What follows belongs to an exercise in optimizing a design on an open flow for small area; a production flow would make more cautious choices.
The RTL was checked by simulation tests, not by an equivalence proof against the original design.

## v18
==> flow/design.v <==
module tollboothcontroller (
    input clk, reset,
    input vehicle_detect,
    input rfid_present, rfid_valid, rfid_sufficient,
    input manual_coin, manual_card,
    input vehicle_passgate,
    input maintenance_mode,
    input updaterate,
    input [1:0] vehicle_class,
    input [7:0] rate_input,
    input reset_counters,
    output gateopen, gateclose,
    output [15:0] vehiclecount0, vehiclecount1, vehiclecount2,
    output [15:0] totalrevenue0, totalrevenue1, totalrevenue2,
    output [7:0] evasioncount
);
localparam [2:0] IDLE  = 3'd0,
                 READ  = 3'd1,
                 PAY   = 3'd2,
                 FAIL  = 3'd3,
                 WAIT  = 3'd7,
                 OPEN  = 3'd6,
                 EVA   = 3'd5,
                 MAINT = 3'd4;
reg [2:0] state, nextstate;
reg [7:0] tollrates0, tollrates1, tollrates2;
always @(*) begin
    case (state)
        IDLE:  nextstate = maintenance_mode ? MAINT : vehicle_detect ? READ : IDLE;
        READ:  nextstate = (rfid_present && rfid_valid && rfid_sufficient) ? PAY : FAIL;
        PAY:   nextstate = OPEN;
        FAIL:  nextstate = WAIT;
        WAIT:  nextstate = (manual_coin || manual_card) ? PAY : WAIT;
        OPEN:  nextstate = vehicle_passgate ? IDLE : OPEN;
        EVA:   nextstate = IDLE;
        default: nextstate = maintenance_mode ? MAINT : IDLE;
    endcase
    if (state != OPEN && vehicle_passgate)
        nextstate = EVA;
end
always @(posedge clk or posedge reset)
    if (reset) state <= IDLE;
    else       state <= nextstate;
assign gateopen  = (state == OPEN);
assign gateclose = ~gateopen;
wire pay = (state == PAY);
wire eva = (state == EVA);
wire c0 = (vehicle_class == 2'd0);
wire c1 = (vehicle_class == 2'd1);
wire c2 = (vehicle_class == 2'd2);
function [15:0] inc16;           
    input [15:0] q; input en;
    integer i; reg t;
    begin
        t = en;
        for (i = 0; i < 16; i = i + 1) begin
            inc16[i] = q[i] ^ t;
            t = q[i] & t;
        end
    end
endfunction
function [15:0] add16;           
    input [15:0] q; input [7:0] r; input en;
    integer i; reg t, c8; reg [7:0] b;
    begin
        b = r & {8{en}};
        t = 1'b0;
        for (i = 0; i < 8; i = i + 1) begin
            add16[i] = q[i] ^ b[i] ^ t;
            t = (q[i] & b[i]) | (q[i] & t) | (b[i] & t);
        end
        c8 = t;
        for (i = 8; i < 12; i = i + 1) begin
            add16[i] = q[i] ^ t;
            t = q[i] & t;
        end
        t = c8 & (&q[11:8]);
        for (i = 12; i < 16; i = i + 1) begin
            add16[i] = q[i] ^ t;
            t = q[i] & t;
        end
    end
endfunction
function [7:0] inc8;
    input [7:0] q; input en;
    integer i; reg t;
    begin
        t = en;
        for (i = 0; i < 8; i = i + 1) begin
            inc8[i] = q[i] ^ t;
            t = q[i] & t;
        end
    end
endfunction
wire inc0 = pay & c0, inc1 = pay & c1, inc2 = pay & c2;
reg v0, v1, v2, ve;
always @(posedge clk or posedge reset)
    if (reset) begin
        v0 <= 1'b0; v1 <= 1'b0; v2 <= 1'b0; ve <= 1'b0;
    end else begin
        v0 <= ~(reset_counters & c0 & ~pay);
        v1 <= ~(reset_counters & c1 & ~pay);
        v2 <= ~(reset_counters & c2 & ~pay);
        ve <= ~(reset_counters & ~eva);
    end
reg [15:0] vc0_q, vc1_q, vc2_q, tr0_q, tr1_q, tr2_q;
reg [7:0] ev_q;
assign vehiclecount0 = vc0_q & {16{v0}};
assign vehiclecount1 = vc1_q & {16{v1}};
assign vehiclecount2 = vc2_q & {16{v2}};
assign totalrevenue0 = tr0_q & {16{v0}};
assign totalrevenue1 = tr1_q & {16{v1}};
assign totalrevenue2 = tr2_q & {16{v2}};
assign evasioncount  = ev_q & {8{ve}};
always @(posedge clk) begin
    vc0_q <= inc16(vehiclecount0, inc0);
    vc1_q <= inc16(vehiclecount1, inc1);
    vc2_q <= inc16(vehiclecount2, inc2);
    tr0_q <= add16(totalrevenue0, tollrates0, inc0);
    tr1_q <= add16(totalrevenue1, tollrates1, inc1);
    tr2_q <= add16(totalrevenue2, tollrates2, inc2);
    ev_q  <= inc8(evasioncount, eva);
end
reg [7:0] rq0, rq1, rq2;
reg r0, r1, r2;
always @(posedge clk or posedge reset)
    if (reset) begin
        r0 <= 1'b0; r1 <= 1'b0; r2 <= 1'b0;
    end else begin
        if (updaterate && c0) r0 <= 1'b1;
        if (updaterate && c1) r1 <= 1'b1;
        if (updaterate && c2) r2 <= 1'b1;
    end
always @(posedge clk) begin
    if (updaterate && c0) rq0 <= rate_input;
    if (updaterate && c1) rq1 <= rate_input;
    if (updaterate && c2) rq2 <= rate_input;
end
always @(*) begin
    tollrates0 = r0 ? rq0 : 8'd50;
    tollrates1 = r1 ? rq1 : 8'd100;
    tollrates2 = r2 ? rq2 : 8'd150;
end
endmodule
Settings: LEC_CHECK=0, CAP_MARGIN=0, CORE_MARGIN=2, CORE_UTILIZATION=75, SLEW_MARGIN=0; clock period 5.0 ns.
standard.sh (not shown) runs the stock make flow with config.mk's settings and CLKGATE_MAP_FILE= SYNTH_SCRIPT=/design/flow/synth_recipe.tcl, a recipe that flattens the netlist after the stock synthesis.
==> flow/flow/run.sh <==
#!/bin/bash
# The standard layout, with the smallest buffer (buf_1) on each port and a
# clock tree of clkbuf_4 without dummy loads.
set -euo pipefail
CTS="-sink_clustering_enable -repair_clock_nets -buf_list sky130_fd_sc_hd__clkbuf_4 -dont_use_dummy_load"
bash standard.sh "BUFFER_PORTS_ARGS=-buffer_cell sky130_fd_sc_hd__buf_1" "CTS_ARGS=$CTS" finish > standard.log 2>&1
Inputs modified between v18 and v9:
-- flow/config.mk --
<<< v18, line 9
export CORE_MARGIN = 2
export CORE_UTILIZATION = 75
export SLEW_MARGIN = 0
>>> v9, line 9
export CORE_MARGIN = 2
export CORE_UTILIZATION = 40
export SLEW_MARGIN = 0
==> comparison <==
- Run comparison: v9 last element of the critical path tr1_q[15]$_DFF_P_; v18 last element of the critical path tr0_q[15]$_DFF_P_
- v9 against v18; count of plain and timing-repair buffers in the layout is down slightly.
- v9 vs v18: total global-route track usage down
- In the tables for v18 and v9, via count of the first global-routing pass reads higher with v18.
- Compare v18 and v9 | die boundary height higher: v9
Here is what was changed in the inputs of v45 compared with v9.
-- flow/config.mk --
<<< v9, line 9
export CORE_MARGIN = 2
export CORE_UTILIZATION = 40
export SLEW_MARGIN = 0
>>> v45, line 9
export CORE_MARGIN = 2
export CORE_UTILIZATION = 60
export SETUP_SLACK_MARGIN = -0.3
export SLEW_MARGIN = 0
Results
- Cell area | v45 vs v9 | v45 smaller
- Against v9, global-route wire length before repair in v45 fell slightly.
- Final-layout non-clock buffer area share is lower on v9
- In the floorplan summary, v45 is listed with a die area less than that of v9.
- v45 against v9: arrival time of the worst setup path rose by 0.29 ns, starting density of the core increased by 21 points relative to the old numbers.
- The layout from v45, despite a flow that completed every stage, fails the layout checks, with the failing checks listed as setup timing.

re-timing with driven ports:
How much do the figures lean on ideal ports? The routed layouts below were timed once more, with nothing changed but the port constraints.
Step 1 assumes that a clkbuf_16 drives the clock port and a buf_2 every other input.
Step 2 times the ports against the registers' clock, not the clock port: input delays grow and output delays shrink by t, the midpoint of the rising clock arrivals with the driver on.
Three values: ideal, step 1, step 2; two values: the first two.
run	shift t [ns]	setup slack, ns	worst data-port slew with drivers (ns)
v18	0.532	0.200 / 0.182 / -0.350	0.05
v9	0.538	0.244 / 0.238 / -0.299	0.05
v45	0.525	-0.048 / -0.051 / -0.576	0.05
Met with ideal ports but missed after step 2: setup timing in v18 and v9. For v18, which loses most, drivers alone change the setup slack by -0.018 ns; drivers and shift together by -0.550 ns.
